Source: an optimization exercise on an open RTL-to-GDS flow (aim: small area and a short achievable clock period). Production flows keep margins and buffers that such runs may drop.
At most, simulation tests tie the RTL to the original design; equivalence was not proved.
Power and IR drop assume default switching activity.

==> module AXI4StreamMaster, before the edit <==
module AXI4StreamMaster (
    clock,
    resetn,
    TDATA, TLAST, TID, TDEST, TVALID, TREADY,
    S_AXI_AWADDR, S_AXI_AWPROT, S_AXI_AWVALID, S_AXI_AWREADY,
    S_AXI_WDATA, S_AXI_WSTRB, S_AXI_WVALID, S_AXI_WREADY,
    S_AXI_BRESP, S_AXI_BVALID, S_AXI_BREADY,
    S_AXI_ARADDR, S_AXI_ARPROT, S_AXI_ARVALID, S_AXI_ARREADY,
    S_AXI_RDATA, S_AXI_RRESP, S_AXI_RVALID, S_AXI_RREADY
);
input  logic [4:0]  S_AXI_AWADDR;
input  logic [2:0]  S_AXI_AWPROT;
input  logic        S_AXI_AWVALID;
output logic        S_AXI_AWREADY;
input  logic [31:0] S_AXI_WDATA;
input  logic [3:0]  S_AXI_WSTRB;
input  logic        S_AXI_WVALID;
output logic        S_AXI_WREADY;
output logic [1:0]  S_AXI_BRESP;
output logic        S_AXI_BVALID;
input  logic        S_AXI_BREADY;
input  logic [4:0]  S_AXI_ARADDR;
input  logic [2:0]  S_AXI_ARPROT;
input  logic        S_AXI_ARVALID;
output logic        S_AXI_ARREADY;
output logic [31:0] S_AXI_RDATA;
output logic [1:0]  S_AXI_RRESP;
output logic        S_AXI_RVALID;
input  logic        S_AXI_RREADY;
input  logic        clock;
input  logic        resetn;
output logic [31:0] TDATA;
output logic        TLAST;
output logic [1:0]  TID;
output logic [1:0]  TDEST;
output logic        TVALID;
input  logic        TREADY;
logic [31:0] reg_control;
logic [31:0] reg_num_bytes;
logic [1:0]  dest_lo;
logic [31:2] dest_hi;
logic        ctrl_wr, dest_wr, nb_wr;
logic        wready;
logic        awready;    
logic        sel_ctrl, sel_nb, sel_dest;
logic        bvalid;
logic        rvalid;
logic        arready;    
logic [31:0] rdata;
logic        start;
logic        busy;
logic        busy_next;
logic [31:0] cnt;
wire aw_hs = S_AXI_AWVALID & ~wready;
wire wready_next = wready ? ~S_AXI_WVALID : S_AXI_AWVALID;
wire rvalid_next = rvalid ? ~S_AXI_RREADY : S_AXI_ARVALID;
wire w_hs  = S_AXI_WVALID & wready;
wire we_ctrl = w_hs & sel_ctrl;
wire we_nb   = w_hs & sel_nb;
wire we_dest = w_hs & sel_dest;
assign S_AXI_AWREADY = awready;
assign S_AXI_WREADY  = wready;
assign S_AXI_BVALID  = bvalid;
assign S_AXI_BRESP   = 2'b00;
assign S_AXI_ARREADY = arready;
assign S_AXI_RVALID  = rvalid;
assign S_AXI_RDATA   = rdata;
assign S_AXI_RRESP   = 2'b00;
always_ff @(posedge clock) begin
    if (!resetn) begin
        wready <= 1'b0;
        awready <= 1'b1;
        arready <= 1'b1;
        bvalid <= 1'b0;
        rvalid <= 1'b0;
        start  <= 1'b0;
        busy   <= 1'b0;
        ctrl_wr <= 1'b0;
        dest_wr <= 1'b0;
        nb_wr   <= 1'b0;
        dest_lo <= 2'b00;
    end else begin
        wready <= wready_next;
        awready <= ~wready_next;
        bvalid <= w_hs | (bvalid & ~S_AXI_BREADY);
        rvalid <= rvalid_next;
        arready <= ~rvalid_next;
        start  <= we_ctrl & S_AXI_WDATA[0];
        busy   <= busy_next;
        if (we_ctrl) ctrl_wr <= 1'b1;
        if (we_dest) dest_wr <= 1'b1;
        if (we_nb)   nb_wr <= 1'b1;
        if (we_dest) dest_lo <= S_AXI_WDATA[1:0];
    end
end
always_ff @(posedge clock) begin
    if (aw_hs) begin
        sel_ctrl <= (S_AXI_AWADDR == 5'h00);
        sel_nb   <= (S_AXI_AWADDR == 5'h10);
        sel_dest <= (S_AXI_AWADDR == 5'h14);
    end
    if (we_ctrl) reg_control <= S_AXI_WDATA;
    if (we_nb)   reg_num_bytes <= S_AXI_WDATA;
    if (we_dest) dest_hi <= S_AXI_WDATA[31:2];
end
wire ar_ctrl = (S_AXI_ARADDR == 5'h00) & ctrl_wr;
wire ar_stat = (S_AXI_ARADDR == 5'h04);
wire ar_nb   = (S_AXI_ARADDR == 5'h10) & nb_wr;
wire ar_dest = (S_AXI_ARADDR == 5'h14) & dest_wr;
wire [31:0] rd_val = ({32{ar_ctrl}} & reg_control)
                   | ({32{ar_nb}}   & reg_num_bytes)
                   | ({32{ar_dest}} & {dest_hi, dest_lo})
                   | {31'b0, ar_stat & busy};
always_ff @(posedge clock) begin
    if (!rvalid) rdata <= rd_val;
end
wire inc = busy & TREADY;
wire [31:0] cnt_p1 = cnt + 32'd1;
always_ff @(posedge clock) begin
    if (start)    cnt <= '0;
    else if (inc) cnt <= cnt_p1;
end
function automatic logic hi_ok(input logic [31:0] a, input logic [31:0] b, input int lo, input int hi);
    hi_ok = 1'b1;
    for (int i = lo; i <= hi; i++)
        hi_ok = hi_ok & ((a[i] ^ b[i]) == (a[i-1] & ~b[i-1]));
endfunction
function automatic logic lo_ok(input logic [31:0] a, input logic [31:0] b, input logic two);
    lo_ok = two ? ((a[0] == b[0]) & (a[1] != b[1]))
                : ((a[0] != b[0]) & ((a[1] ^ b[1]) == (a[0] & ~b[0])));
endfunction
wire [31:0] Kq = {2'b00, reg_num_bytes[31:2]};
wire [31:0] Kw = {2'b00, S_AXI_WDATA[31:2]};
wire k_is_1 = (Kq == 32'd1);
wire ones_hi = &cnt[31:2];
wire m_reg = start ? (nb_wr & k_is_1)
           : nb_wr ? (hi_ok(cnt, Kq, 2, 31) & lo_ok(cnt, Kq, inc))
           : (ones_hi & cnt[1] & (cnt[0] ^ inc));
logic tlast_a, tlast_b, tlast_c;
assign busy_next = start | (busy & ~(TLAST & TREADY));
always_ff @(posedge clock) begin
    tlast_a <= ~we_nb | hi_ok(cnt, Kw, 22, 31);
    tlast_b <= ~we_nb | hi_ok(cnt, Kw, 12, 21);
    tlast_c <= busy_next & (we_nb ? (hi_ok(cnt, Kw, 2, 11) & lo_ok(cnt, Kw, inc)) : m_reg);
end
assign TVALID = busy;
assign TDATA  = cnt;
assign TLAST  = tlast_a & tlast_b & tlast_c;
assign TDEST  = dest_lo;
assign TID    = 2'b00;
endmodule
export LEC_CHECK = 0
export CAP_MARGIN = 20
export CORE_MARGIN = 2
export CORE_UTILIZATION = 40
export SETUP_SLACK_MARGIN = 2.5
export SLEW_MARGIN = 20
create_clock -name core_clock -period 4.5 [get_ports {clock}]
standard.sh (not shown) runs the stock make flow with config.mk's settings and CLKGATE_MAP_FILE= SYNTH_SCRIPT=/design/flow/synth_recipe.tcl, a recipe that flattens the netlist after the stock synthesis.
==> flow/flow/run.sh <==
#!/bin/bash
# Standard synthesis, then the standard layout with plain buf_1 port buffers
# and the clock tree options below.
set -euo pipefail
bash standard.sh synth > synth.log 2>&1
bash standard.sh "BUFFER_PORTS_ARGS=-buffer_cell sky130_fd_sc_hd__buf_1" "CTS_ARGS=-sink_clustering_enable -repair_clock_nets -dont_use_dummy_load -buf_list sky130_fd_sc_hd__clkbuf_8 -root_buf sky130_fd_sc_hd__clkbuf_16" finish > layout.log 2>&1
==> next run, changes <==
--- a/flow/design.v
+++ b/flow/design.v
@@ -135,17 +135,16 @@
 wire ones_hi = &cnt[31:2];
 wire m_reg = start ? (nb_wr & k_is_1)
            : nb_wr ? (hi_ok(cnt, Kq, 2, 31) & lo_ok(cnt, Kq, inc))
            : (ones_hi & cnt[1] & (cnt[0] ^ inc));
-logic tlast_a, tlast_b, tlast_c;
+logic tlast_a, tlast_b;
 assign busy_next = start | (busy & ~(TLAST & TREADY));
 always_ff @(posedge clock) begin
-    tlast_a <= ~we_nb | hi_ok(cnt, Kw, 22, 31);
-    tlast_b <= ~we_nb | hi_ok(cnt, Kw, 12, 21);
-    tlast_c <= busy_next & (we_nb ? (hi_ok(cnt, Kw, 2, 11) & lo_ok(cnt, Kw, inc)) : m_reg);
+    tlast_a <= ~we_nb | hi_ok(cnt, Kw, 17, 31);
+    tlast_b <= busy_next & (we_nb ? (hi_ok(cnt, Kw, 2, 16) & lo_ok(cnt, Kw, inc)) : m_reg);
 end
 assign TVALID = busy;
 assign TDATA  = cnt;
-assign TLAST  = tlast_a & tlast_b & tlast_c;
+assign TLAST  = tlast_a & tlast_b;
 assign TDEST  = dest_lo;
 assign TID    = 2'b00;
 endmodule
Result:
- core utilization decreases by 0.45 points
- clock power decreases by about 1%
- synthesized cell count increases by 1.8%
- setup slack gains 0.062 ns
- wire length increases by 0.95%
- power increases by 0.32%
- worst hold slack loses 0.021 ns
- global-route usage barely changes
- fmax increases by 3.2%
- sequential power hardly moves
- critical path depth decreases by 6
Function not checked in the first run of this note: the RTL went through the layout flow alone.

[port drivers added, routing unchanged]
The flow's constraints put no driver on any port. The routed layouts listed below were extracted and timed again, unchanged, in two steps.
Step 1, drivers: a clkbuf_16 drives clock and a buf_2 each remaining input, both assumed.
Step 2, shift: input delay + t, output delay - t, t = (earliest + latest rising clock arrival at the registers) / 2. This alone moves slack from input paths to output paths.
Three values: ideal, step 1, step 2; two values: the first two.
| run | t, ns | setup WS [ns] | hold slack, ns |
|---|---|---|---|
| the first run | 0.414 | 2.491 / 2.478 / 2.064 | 0.488 / 0.488 / 0.488 |
| the second run | 0.407 | 2.553 / 2.510 / 2.148 | 0.467 / 0.467 / 0.467 |
After both steps setup and hold are still met in every run listed. For the first run, which loses most, drivers alone change the setup slack by -0.013 ns; drivers and shift together by -0.427 ns.
